Background: an optimization exercise with open tools, aiming at small area and a short achievable clock period. Do not read the settings as production practice.
At most, simulation tests tie the RTL to the original design; equivalence was not proved.
Power figures rest on the tool's default switching activity, not on a simulated workload.

main:
Design alu_top, start of the top module:
module alu_top (
        input  logic        clk,
        input  logic [11:0] a_in,
        input  logic [11:0] b_in,
        input  logic        carry_in,
        input  logic [2:0]  func_code,
        output logic [11:0] a_out,
        output logic        carry_out,
        output logic        equ_out,
        output logic        overflow_out
    );
Size in the first run: about 44 I/O pins, ~2500 um2 of cells after synthesis.
clock: 4.0 ns
lec_check: 0
cap_margin: 20
core_margin: 2
core_utilization: 40
setup_slack_margin: 2.35
slew_margin: 20
synth_hierarchical: 1
standard.sh (not shown) runs the stock make flow with config.mk's settings and CLKGATE_MAP_FILE= SYNTH_SCRIPT=/design/flow/synth_recipe.tcl, a recipe that flattens the netlist after the stock synthesis.
==> flow/flow/run.sh <==
#!/bin/bash
# Own layout flow: the standard ORFS flow (standard.sh) with the standard
# synthesis unchanged, and these changes to the layout steps:
#  - before floorplanning, flow/downsize.tcl removes synthesis's buffers and
#    sets each logic cell to its smallest size, for the repair steps to
#    upsize where timing needs it;
#  - the port buffers are plain buffers (BUF_CELL) instead of the delay
#    cells that buffer_ports picks by default;
#  - clock tree synthesis adds no dummy loads (CTS_ARGS).
# Each step's output goes to a log file in the work folder; ORFS's own logs
# stay under orfs/logs.
set -euo pipefail
HERE=$(cd "$(dirname "$0")" && pwd)
BUF_CELL=${BUF_CELL:-sky130_fd_sc_hd__buf_1}
CTS="-sink_clustering_enable -repair_clock_nets -dont_use_dummy_load"
bash standard.sh synth > synth.log 2>&1
bash standard.sh "PRE_FLOORPLAN_TCL=$HERE/downsize.tcl" \
  "BUFFER_PORTS_ARGS=-buffer_cell $BUF_CELL" "CTS_ARGS=$CTS" finish > layout.log 2>&1
==> flow/flow/downsize.tcl <==
# Before floorplanning: remove the buffers that synthesis inserted and set
# every combinational cell to the smallest library cell of the same function.
# The repair steps of the flow then buffer and upsize what the clock period
# needs. Registers keep their cells.
remove_buffers
set n_changed 0
foreach inst [[ord::get_db_block] getInsts] {
  set m [[$inst getMaster] getName]
  if {![regexp {^(sky130_fd_sc_hd__[a-z0-9]+)_([0-9]+)$} $m -> base drv]} { continue }
  if {[regexp {df|dl|sdf|edf|clk|conb|tap|fill|decap} $base]} { continue }
  set best ""
  set best_area 1e9
  foreach lc [get_lib_cells ${base}_*] {
    set name [get_name $lc]
    if {![regexp "^${base}_\[0-9\]+\$" $name]} { continue }
    if {[get_property $lc dont_use]} { continue }
    set a [get_property $lc area]
    if {$a < $best_area} { set best $name; set best_area $a }
  }
  if {$best ne "" && $best ne $m} {
    replace_cell [get_cells [$inst getName]] [get_lib_cells $best]
    incr n_changed
  }
}
puts "downsize: $n_changed cells changed"
The following lists how the feature branch was set up differently from main:
# main
export LEC_CHECK = 0
export CAP_MARGIN = 20
export CORE_MARGIN = 2
export CORE_UTILIZATION = 40
export SETUP_SLACK_MARGIN = 2.35
export SLEW_MARGIN = 20
export SYNTH_HIERARCHICAL = 1
create_clock -name core_clock -period 4.0 [get_ports {clk}]
# the feature branch
export LEC_CHECK = 0
export CAP_MARGIN = 20
export CORE_MARGIN = 2
export CORE_UTILIZATION = 40
export SETUP_SLACK_MARGIN = 2.2
export SLEW_MARGIN = 20
export SYNTH_HIERARCHICAL = 1
create_clock -name core_clock -period 4.0 [get_ports {clk}]
diff --git a/flow/flow/run.sh b/flow/flow/run.sh
--- a/flow/flow/run.sh
+++ b/flow/flow/run.sh
@@ -3 +3 @@
-# synthesis unchanged, and these changes to the layout steps:
+# synthesis unchanged, and two changes to the layout steps:
@@ -8,2 +8 @@
-#    cells that buffer_ports picks by default;
-#  - clock tree synthesis adds no dummy loads (CTS_ARGS).
+#    cells that buffer_ports picks by default.
@@ -15 +13,0 @@
-CTS="-sink_clustering_enable -repair_clock_nets -dont_use_dummy_load"
@@ -18 +16 @@
-  "BUFFER_PORTS_ARGS=-buffer_cell $BUF_CELL" "CTS_ARGS=$CTS" finish > layout.log 2>&1
+  "BUFFER_PORTS_ARGS=-buffer_cell $BUF_CELL" finish > layout.log 2>&1
Results
Taking main as the reference, in the feature branch length in cells of the worst reg-to-reg path -4, via count went down, fraction of layout instances using a drive strength above 1 went down 6.7 points, final standard cell utilization of the core lower, wire length on met1 went down. Cell count after placement: the feature branch vs main — no meaningful difference. In the feature branch, routed via count divided by cell count is higher than in main. Worst path required time, the feature branch and main, higher one = the feature branch. Compared with main, in the feature branch power per standard cell area rose 12%; fmax lower; total number of cells along the worst setup path fell by 4.

---

The RTL this note starts from:
==> flow/design.v <==
module alu_mux4 (
        input  logic [3:0] d,
        input  logic [3:0] s,
        output logic       y
    );
    assign y = |(d & s);
endmodule
module alu_bit (
        input  logic       a,
        input  logic       b,
        input  logic [3:0] k,
        input  logic [2:0] r,
        input  logic [2:0] s2,
        input  logic       ya,
        input  logic       ys,
        output logic       x,
        output logic       y,
        output logic       d
    );
    assign x = k[{a, b}] | (|(r & s2));
    assign y = (b & ya) | (~b & ys);
    assign d = a ^ b;
endmodule
module alu_pre (
        input  logic [11:0] a_in,
        input  logic [11:0] b_in,
        input  logic        carry_in,
        input  logic [2:0]  func_code,
        output logic [11:0] x,
        output logic [11:0] y,
        output logic        c,
        output logic        sub,
        output logic        equ
    );
    wire ya, ys;
    logic [3:0] k, s1;
    logic [2:0] s2;
    wire [3:0] n = b_in[3:0];
    wire arith = (func_code[2:1] == 2'b00);
    assign sub = (func_code == 6'd1);
    assign ya  = (func_code == 6'd0);
    assign ys  = sub;
    always_comb begin
        case (func_code)
            6'd4: k = 4'b0110;
            6'd5: k = 4'b1000;
            6'd6:  k = 4'b1110;
            6'd7: k = 4'b0011;
            default: k = arith ? 4'b1100 : 4'b0000;
        endcase
    end
    wire       rot = (func_code[2:1] == 2'b01);
    wire       dir = func_code[0];
    wire [1:0] q = n[3:2];
    wire [1:0] nr = n[1:0];
    wire       nz = |nr;
    wire [1:0] r1 = {nr[1] ^ (dir & nr[0]), nr[0]};
    logic [1:0] q1;
    always_comb begin
        case ({dir, nz, q})
            4'b0000, 4'b0100: q1 = 2'd0;
            4'b0001, 4'b0101: q1 = 2'd1;
            4'b0010, 4'b0110: q1 = 2'd2;
            4'b1000: q1 = 2'd0;
            4'b1001: q1 = 2'd2;
            4'b1010: q1 = 2'd1;
            4'b1100: q1 = 2'd2;
            4'b1101: q1 = 2'd1;
            4'b1110: q1 = 2'd0;
            default: q1 = 2'd0;    
        endcase
    end
    wire rot_zero = (q == 2'd3) & nz;
    assign s1 = 4'b0001 << r1;
    assign s2 = (rot && !rot_zero) ? (3'b001 << q1) : 3'b000;
    wire [11:0] r, d;
    genvar i;
    generate
        for (i = 0; i < 12; i++) begin : bits
            alu_mux4 m1 (
                .d({a_in[(i + 9) % 12], a_in[(i + 10) % 12], a_in[(i + 11) % 12], a_in[i]}),
                .s(s1), .y(r[i])
            );
        end
        for (i = 0; i < 12; i++) begin : outs
            alu_bit bo (
                .a(a_in[i]), .b(b_in[i]), .k(k),
                .r({r[(i + 4) % 12], r[(i + 8) % 12], r[i]}), .s2(s2),
                .ya(ya), .ys(ys), .x(x[i]), .y(y[i]), .d(d[i])
            );
        end
    endgenerate
    assign c = (carry_in & ya) | (~carry_in & ys);
    assign equ = ~(|d);
endmodule
module pfx_ks (input logic [12:0] g, input logic [12:0] p, output logic [12:0] c);
    wire g0_0 = g[0]; wire p0_0 = p[0];
    wire g1_0 = g[1]; wire p1_0 = p[1];
    wire g2_0 = g[2]; wire p2_0 = p[2];
    wire g3_0 = g[3]; wire p3_0 = p[3];
    wire g4_0 = g[4]; wire p4_0 = p[4];
    wire g5_0 = g[5]; wire p5_0 = p[5];
    wire g6_0 = g[6]; wire p6_0 = p[6];
    wire g7_0 = g[7]; wire p7_0 = p[7];
    wire g8_0 = g[8]; wire p8_0 = p[8];
    wire g9_0 = g[9]; wire p9_0 = p[9];
    wire g10_0 = g[10]; wire p10_0 = p[10];
    wire g11_0 = g[11]; wire p11_0 = p[11];
    wire g12_0 = g[12]; wire p12_0 = p[12];
    wire g1_1 = g1_0 | (p1_0 & g0_0);
    wire p1_1 = p1_0 & p0_0;
    wire g2_1 = g2_0 | (p2_0 & g1_1);
    wire p2_1 = p2_0 & p1_1;
    wire g3_1 = g3_0 | (p3_0 & g2_1);
    wire p3_1 = p3_0 & p2_1;
    wire g4_1 = g4_0 | (p4_0 & g3_1);
    wire p4_1 = p4_0 & p3_1;
    wire g5_1 = g5_0 | (p5_0 & g4_1);
    wire p5_1 = p5_0 & p4_1;
    wire g6_1 = g6_0 | (p6_0 & g5_1);
    wire p6_1 = p6_0 & p5_1;
    wire g7_1 = g7_0 | (p7_0 & g6_1);
    wire p7_1 = p7_0 & p6_1;
    wire g8_1 = g8_0 | (p8_0 & g7_1);
    wire p8_1 = p8_0 & p7_1;
    wire g9_1 = g9_0 | (p9_0 & g8_1);
    wire p9_1 = p9_0 & p8_1;
    wire g10_1 = g10_0 | (p10_0 & g9_1);
    wire p10_1 = p10_0 & p9_1;
    wire g11_1 = g11_0 | (p11_0 & g10_1);
    wire p11_1 = p11_0 & p10_1;
    wire g12_1 = g12_0 | (p12_0 & g11_1);
    wire p12_1 = p12_0 & p11_1;
    wire g2_2 = g2_1 | (p2_1 & g0_0);
    wire p2_2 = p2_1 & p0_0;
    wire g3_2 = g3_1 | (p3_1 & g1_1);
    wire p3_2 = p3_1 & p1_1;
    wire g4_2 = g4_1 | (p4_1 & g2_2);
    wire p4_2 = p4_1 & p2_2;
    wire g5_2 = g5_1 | (p5_1 & g3_2);
    wire p5_2 = p5_1 & p3_2;
    wire g6_2 = g6_1 | (p6_1 & g4_2);
    wire p6_2 = p6_1 & p4_2;
    wire g7_2 = g7_1 | (p7_1 & g5_2);
    wire p7_2 = p7_1 & p5_2;
    wire g8_2 = g8_1 | (p8_1 & g6_2);
    wire p8_2 = p8_1 & p6_2;
    wire g9_2 = g9_1 | (p9_1 & g7_2);
    wire p9_2 = p9_1 & p7_2;
    wire g10_2 = g10_1 | (p10_1 & g8_2);
    wire p10_2 = p10_1 & p8_2;
    wire g11_2 = g11_1 | (p11_1 & g9_2);
    wire p11_2 = p11_1 & p9_2;
    wire g12_2 = g12_1 | (p12_1 & g10_2);
    wire p12_2 = p12_1 & p10_2;
    wire g4_3 = g4_2 | (p4_2 & g0_0);
    wire p4_3 = p4_2 & p0_0;
    wire g5_3 = g5_2 | (p5_2 & g1_1);
    wire p5_3 = p5_2 & p1_1;
    wire g6_3 = g6_2 | (p6_2 & g2_2);
    wire p6_3 = p6_2 & p2_2;
    wire g7_3 = g7_2 | (p7_2 & g3_2);
    wire p7_3 = p7_2 & p3_2;
    wire g8_3 = g8_2 | (p8_2 & g4_3);
    wire p8_3 = p8_2 & p4_3;
    wire g9_3 = g9_2 | (p9_2 & g5_3);
    wire p9_3 = p9_2 & p5_3;
    wire g10_3 = g10_2 | (p10_2 & g6_3);
    wire p10_3 = p10_2 & p6_3;
    wire g11_3 = g11_2 | (p11_2 & g7_3);
    wire p11_3 = p11_2 & p7_3;
    wire g12_3 = g12_2 | (p12_2 & g8_3);
    wire p12_3 = p12_2 & p8_3;
    wire g8_4 = g8_3 | (p8_3 & g0_0);
    wire p8_4 = p8_3 & p0_0;
    wire g9_4 = g9_3 | (p9_3 & g1_1);
    wire p9_4 = p9_3 & p1_1;
    wire g10_4 = g10_3 | (p10_3 & g2_2);
    wire p10_4 = p10_3 & p2_2;
    wire g11_4 = g11_3 | (p11_3 & g3_2);
    wire p11_4 = p11_3 & p3_2;
    wire g12_4 = g12_3 | (p12_3 & g4_3);
    wire p12_4 = p12_3 & p4_3;
    assign c[0] = g0_0;
    assign c[1] = g1_1;
    assign c[2] = g2_2;
    assign c[3] = g3_2;
    assign c[4] = g4_3;
    assign c[5] = g5_3;
    assign c[6] = g6_3;
    assign c[7] = g7_3;
    assign c[8] = g8_4;
    assign c[9] = g9_4;
    assign c[10] = g10_4;
    assign c[11] = g11_4;
    assign c[12] = g12_4;
endmodule
module alu_pg (
        input  logic a,
        input  logic b,
        output logic p,
        output logic g
    );
    assign p = a ^ b;
    assign g = a & b;
endmodule
module alu_post (
        input  logic [11:0] x,
        input  logic [11:0] y,
        input  logic        c,
        input  logic        sub,
        output logic [11:0] s,
        output logic        carry_out,
        output logic        overflow_out
    );
    wire [11:0] p, g;
    wire [12:0] cy;
    genvar i;
    generate
        for (i = 0; i < 12; i++) begin : bits
            alu_pg pg (.a(x[i]), .b(y[i]), .p(p[i]), .g(g[i]));
        end
    endgenerate
    pfx_ks carries (.g({g, c}), .p({p, 1'b0}), .c(cy));
    assign s = p ^ cy[11:0];
    assign carry_out = cy[12] ^ sub;
    assign overflow_out = ~p[11] & (cy[11] ^ x[11]);
endmodule
module alu_top (
        input  logic        clk,
        input  logic [11:0] a_in,
        input  logic [11:0] b_in,
        input  logic        carry_in,
        input  logic [2:0]  func_code,
        output logic [11:0] a_out,
        output logic        carry_out,
        output logic        equ_out,
        output logic        overflow_out
    );
    wire  [11:0] x_d, y_d;
    wire         c_d, sub_d, equ_d;
    logic [11:0] x_q, y_q;
    logic        c_q, sub_q, equ_q;
    alu_pre pre (
        .a_in(a_in), .b_in(b_in), .carry_in(carry_in), .func_code(func_code),
        .x(x_d), .y(y_d), .c(c_d), .sub(sub_d), .equ(equ_d)
    );
    always_ff @(posedge clk) begin
        x_q   <= x_d;
        y_q   <= y_d;
        c_q   <= c_d;
        sub_q <= sub_d;
        equ_q <= equ_d;
    end
    wire [11:0] res;
    wire        res_carry, res_overflow;
    alu_post post (
        .x(x_q), .y(y_q), .c(c_q), .sub(sub_q),
        .s(res), .carry_out(res_carry), .overflow_out(res_overflow)
    );
    always_ff @(posedge clk) begin
        a_out        <= res;
        carry_out    <= res_carry;
        equ_out      <= equ_q;
        overflow_out <= res_overflow;
    end
endmodule
Settings: LEC_CHECK=0, CAP_MARGIN=20, CORE_MARGIN=2, CORE_UTILIZATION=40, SETUP_SLACK_MARGIN=1.8, SLEW_MARGIN=20, SYNTH_HIERARCHICAL=1; clock period 4.0 ns.
==> flow/flow/run.sh <==
#!/bin/bash
# Own layout flow: the standard ORFS flow (standard.sh), unchanged synthesis,
# with the port buffers inserted as plain buffers (BUF_CELL) instead of the
# delay cells that buffer_ports picks by default. Each step's output goes to
# a log file in the work folder; ORFS's own logs stay under orfs/logs.
set -euo pipefail
BUF_CELL=${BUF_CELL:-sky130_fd_sc_hd__buf_1}
bash standard.sh synth > synth.log 2>&1
bash standard.sh "BUFFER_PORTS_ARGS=-buffer_cell $BUF_CELL" finish > layout.log 2>&1
Edit:
SETUP_SLACK_MARGIN = 2.4   (was 1.8)
=> The changed run completed with no timing, DRC or antenna violations; area after synthesis stays the same; cell count came out higher by 5.6%; final area is higher by 19%; register-to-register slack gets better by 0.21 ns; routed wire length goes up by 11%; total power is higher by 16%; core utilization goes up by 9.0 points; combinational power went up by 28%.
Function was not checked in any run of this note: the RTL went through the layout flow alone.

---

job 3759:
Starts from the design.v that is shown in full above.
clock: 4.0 ns
lec_check: 0
cap_margin: 20
core_margin: 2
core_utilization: 40
setup_slack_margin: 2.1
slew_margin: 20
synth_hierarchical: 1
Scripts as last shown in full above: flow/flow/run.sh
Setup changes, job 3759 to job 6731
Settings: SETUP_SLACK_MARGIN now 1.8, was 2.1; TNS_END_PERCENT now 5, previously not set.
Notes after the runs:
Changes observed in job 6731 relative to job 3759: number of buffers inserted by hold repair at cts shows no meaningful change, minimum hold slack rose 8.4 ps, area of combinational cells with multiple inputs dropped 16%, met2 wirelength from detailed routing shows a reduction of about 12%, clock period minus worst slack grew by 270 ps. Higher register share of total power was reported by job 6731, not job 3759. Job 6731 vs. job 3759: utilization -7.5 points, area after synthesis ~0 delta, number of standard cells in the layout, taps in and fillers out -12.
Function was not checked in any run of this note: the RTL went through the layout flow alone.

---

alu_top, a different RTL version from the one above (not shown whole).
For scale: roughly 360 cells after synthesis, ~43 flip-flops, about 44 I/O pins, ~0.0033 mm² of cells after synthesis.
clock: 4.0 ns
lec_check: 0
cap_margin: 20
core_margin: 2
core_utilization: 40
setup_slack_margin: 2.4
slew_margin: 20
run.sh (not shown) runs the stock make flow with config.mk's settings and CLKGATE_MAP_FILE= SYNTH_SCRIPT=/design/flow/synth_recipe.tcl, a recipe that flattens the netlist after the stock synthesis.
Stock flow here: none of the scripts above is used.
The starting point ran to the end with no violations.
Then changed:
SETUP_SLACK_MARGIN = default   (was 2.4)
Result:
- register-to-register slack gets worse by 310 ps
- wire length shrinks by 5.2%
- sequential power stays flat
- clock skew stays flat
- synthesized area is unchanged
No functional check of the RTL was part of any run of this note.

## what the ideal ports hide
Ports are ideal in the flow. The routed layouts listed here were re-timed in OpenROAD.
Step 1 sets driving cells, clkbuf_16 on the clock port and buf_2 on the other inputs (assumed; they add their load-dependent delay and slew).
Step 2 adds t to the input delays and takes it off the output delays; t is the mean of the earliest and latest rising clock arrival at the registers after step 1. Input paths then give back, and output paths get back, about the clock's delay inside the block.
Slacks: ideal ports / drivers / drivers and shift; pairs: ideal ports / drivers.
run	t, ns	setup WS [ns]	cell pins on the clock port's net
main	0.316	2.382 / 2.382 / 2.361	1
the feature branch	0.326	2.254 / 2.254 / 2.254	1
the first run of note 2	0.313	1.874 / 1.879 / 1.566	1
the second run of note 2	0.317	2.086 / 2.060 / 1.743	1
job 3759	0.313	2.104 / 2.080 / 1.767	1
job 6731	0.313	1.837 / 1.837 / 1.529	1
the first run of note 4	0.327	1.192 / 1.192 / 1.192	1
the second run of note 4	0.326	0.879 / 0.879 / 0.879	1
After both steps setup and hold are still met in every run listed. For the second run of note 2, which loses most, drivers alone change the setup slack by -0.026 ns; drivers and shift together by -0.343 ns.
